From an optimization exercise on the open Yosys and OpenROAD flow, aimed at small area and a short achievable clock period; shortcuts taken in it are not production practice. The clock port is modelled as an ideal driver, which makes a skipped or thinned clock tree look cheaper than it is; a real chip needs a root buffer or a tree. Power is estimated from default activity; no workload was simulated.

## oak
// ADDER_TREE
module ADDER_TREE #(parameter DATA_IN_WIDTH = 8, DATA_OUT_WIDTH = 16)
  (clk, rst_n, ena, data_in1, data_in2, data_out, done, pipe);
For scale: roughly 390 cells after synthesis, roughly 6000 µm² of cells after synthesis.
clock: 4.0 ns
lec_check: 0
cap_margin: 20
core_margin: 2
core_utilization: 80
setup_slack_margin: 2.4
slew_margin: 20
standard.sh (not shown) runs the stock make flow with config.mk's settings and CLKGATE_MAP_FILE= SYNTH_SCRIPT=/design/flow/synth_recipe.tcl, a recipe that flattens the netlist after the stock synthesis.
==> flow/flow/run.sh <==
#!/bin/bash
# The standard layout (standard.sh) with these changes to how it is made:
# - plain buffers on the ports instead of the delay cells buffer_ports picks
#   by default;
# - after clock tree synthesis, flow/clock_tree.tcl replaces the clock tree
#   with a balanced two-level tree: four root buffers fed by the clock port,
#   each driving the leaf buffers of one region; every register sees one root
#   and one leaf buffer.
set -euo pipefail
export BUFFER_PORTS_ARGS="-buffer_cell sky130_fd_sc_hd__buf_1"
export CTS_ARGS="-sink_clustering_enable -repair_clock_nets -dont_use_dummy_load -buf_list {sky130_fd_sc_hd__clkbuf_8}"
export POST_CTS_TCL="$PWD/flow/clock_tree.tcl"
export CLOCK_TREE_ROOTS=4
export CLOCK_TREE_LEAVES=12
export CLOCK_TREE_ROOT_CELL=sky130_fd_sc_hd__clkbuf_8
export CLOCK_TREE_LEAF_CELL=sky130_fd_sc_hd__clkbuf_8
bash standard.sh > standard_make.log 2>&1
Other scripts of this flow, unchanged in this note and not shown: flow/flow/clock_tree.tcl
oak finished all stages; the layout is clean.
Setup changes, oak to pine
-- flow/design.v --
<<< oak, line 193
  wire fs85 = t4[21] ^ t4[22] ^ r4[6];
  wire fc86 = (t4[21] & t4[22]) | (t4[21] & r4[6]) | (t4[22] & r4[6]);
  wire [4:0] sum87 = {1'b0, hc74, hs73, t4[7], t4[5]} + {1'b0, fs75, r4[0], t4[8], t4[6]} + cy4;
  reg [20:0] t5;
  reg cy5;
  always @(posedge clk) begin
>>> pine, line 193
  wire fs85 = t4[21] ^ t4[22] ^ r4[6];
  wire fc86 = (t4[21] & t4[22]) | (t4[21] & r4[6]) | (t4[22] & r4[6]);
  wire [5:0] sum87 = {1'b0, fc76, hc74, hs73, t4[7], t4[5]} + {1'b0, fs77, fs75, r4[0], t4[8], t4[6]} + cy4;
  reg [19:0] t5;
  reg cy5;
  always @(posedge clk) begin
<<< oak, line 206
    t5[7] <= sum87[2];    
    t5[8] <= sum87[3];    
    t5[9] <= fc76;    
    t5[10] <= fs77;    
    t5[11] <= fc78;    
    t5[12] <= fs79;    
    t5[13] <= fc80;    
    t5[14] <= fs81;    
    t5[15] <= fc82;    
    t5[16] <= fs83;    
    t5[17] <= fc84;    
    t5[18] <= fs85;    
    t5[19] <= fc86;    
    t5[20] <= r4[7];    
    cy5 <= sum87[4];    
  end
  wire [3:0] sum88 = {1'b0, t5[13], t5[11], t5[9]} + {1'b0, t5[14], t5[12], t5[10]} + cy5;
  reg [17:0] t6;
  reg cy6;
  always @(posedge clk) begin
>>> pine, line 206
    t5[7] <= sum87[2];    
    t5[8] <= sum87[3];    
    t5[9] <= sum87[4];    
    t5[10] <= fc78;    
    t5[11] <= fs79;    
    t5[12] <= fc80;    
    t5[13] <= fs81;    
    t5[14] <= fc82;    
    t5[15] <= fs83;    
    t5[16] <= fc84;    
    t5[17] <= fs85;    
    t5[18] <= fc86;    
    t5[19] <= r4[7];    
    cy5 <= sum87[5];    
  end
  wire [3:0] sum88 = {1'b0, t5[14], t5[12], t5[10]} + {1'b0, t5[15], t5[13], t5[11]} + cy5;
  reg [16:0] t6;
  reg cy6;
  always @(posedge clk) begin
<<< oak, line 233
    t6[7] <= t5[7];    
    t6[8] <= t5[8];    
    t6[9] <= sum88[0];    
    t6[10] <= sum88[1];    
    t6[11] <= sum88[2];    
    t6[12] <= t5[15];    
    t6[13] <= t5[16];    
    t6[14] <= t5[17];    
    t6[15] <= t5[18];    
    t6[16] <= t5[19];    
    t6[17] <= t5[20];    
    cy6 <= sum88[3];    
  end
  wire [3:0] sum89 = {1'b0, t6[16], t6[14], t6[12]} + {1'b0, t6[17], t6[15], t6[13]} + cy6;
  reg [15:0] t7;
  always @(posedge clk) begin
>>> pine, line 232
    t6[7] <= t5[7];    
    t6[8] <= t5[8];    
    t6[9] <= t5[9];    
    t6[10] <= sum88[0];    
    t6[11] <= sum88[1];    
    t6[12] <= sum88[2];    
    t6[13] <= t5[16];    
    t6[14] <= t5[17];    
    t6[15] <= t5[18];    
    t6[16] <= t5[19];    
    cy6 <= sum88[3];    
  end
  wire [2:0] sum89 = {1'b0, t6[15], t6[13]} + {1'b0, t6[16], t6[14]} + cy6;
  reg [15:0] t7;
  always @(posedge clk) begin
<<< oak, line 259
    t7[10] <= t6[10];    
    t7[11] <= t6[11];    
    t7[12] <= sum89[0];    
    t7[13] <= sum89[1];    
    t7[14] <= sum89[2];    
    t7[15] <= sum89[3];    
  end
  wire [15:0] prod = {t7[15], t7[14], t7[13], t7[12], t7[11], t7[10], t7[9], t7[8], t7[7], t7[6], t7[5], t7[4], t7[3], t7[2], t7[1], t7[0]} ^ 16'h8000;
>>> pine, line 257
    t7[10] <= t6[10];    
    t7[11] <= t6[11];    
    t7[12] <= t6[12];    
    t7[13] <= sum89[0];    
    t7[14] <= sum89[1];    
    t7[15] <= sum89[2];    
  end
  wire [15:0] prod = {t7[15], t7[14], t7[13], t7[12], t7[11], t7[10], t7[9], t7[8], t7[7], t7[6], t7[5], t7[4], t7[3], t7[2], t7[1], t7[0]} ^ 16'h8000;
### Flow results
Diff oak..pine | overflow left after global routing | unchanged
Half-perimeter wire length of the detailed placement result, pine and oak, lower one = pine.
Total leakage power delta for pine relative to oak: 0.057 nW higher
~same sequential share of the synthesized area in pine and oak
~same area fraction in compound gates after synthesis in pine and oak
Number of distinct library cells after synthesis: pine higher than oak
The routed length per placed instance number comes out higher for oak vs pine.
From oak to pine the numbers moved as follows: total power per unit cell area has increased, share of the cycle needed by the critical path after routing has remained practically unchanged, tightest hold margin has remained practically unchanged, post-layout instance count excluding filler cells has increased.
The total power in pine sits about 2% above the value recorded for oak.
Between pine and oak, the difference in final worst slack is negligible.
Total routed wirelength was higher in the run labelled oak.
No functional check of the RTL was part of any run of this note.

afterwards: timing with drivers on the ports:
The flow's constraints put no driver on any port. The routed layouts listed below were extracted and timed again, unchanged, in two steps. Step 1 assumes that a clkbuf_16 drives the clock port and a buf_2 every other input. Step 2 times the ports against the registers' clock, not the clock port: input delays grow and output delays shrink by t, the midpoint of the rising clock arrivals with the driver on. Slacks: no drivers / after step 1 / after step 2; pairs: no drivers / after step 1.
| run | t, ns | setup slack, ns | latest minus earliest clock arrival (ns) | worst slew at a driven data input, ns | pins driven straight from the clock port |
|---|---|---|---|---|---|
| oak | 0.356 | 2.322 / 2.258 / 2.161 | 0.028 / 0.027 | 0.03 | 4 |
| pine | 0.358 | 2.321 / 2.254 / 2.183 | 0.018 / 0.018 | 0.04 | 4 |
After both steps every run listed still meets setup and hold. For oak, which loses most, drivers alone change the setup slack by -0.064 ns; drivers and shift together by -0.161 ns.
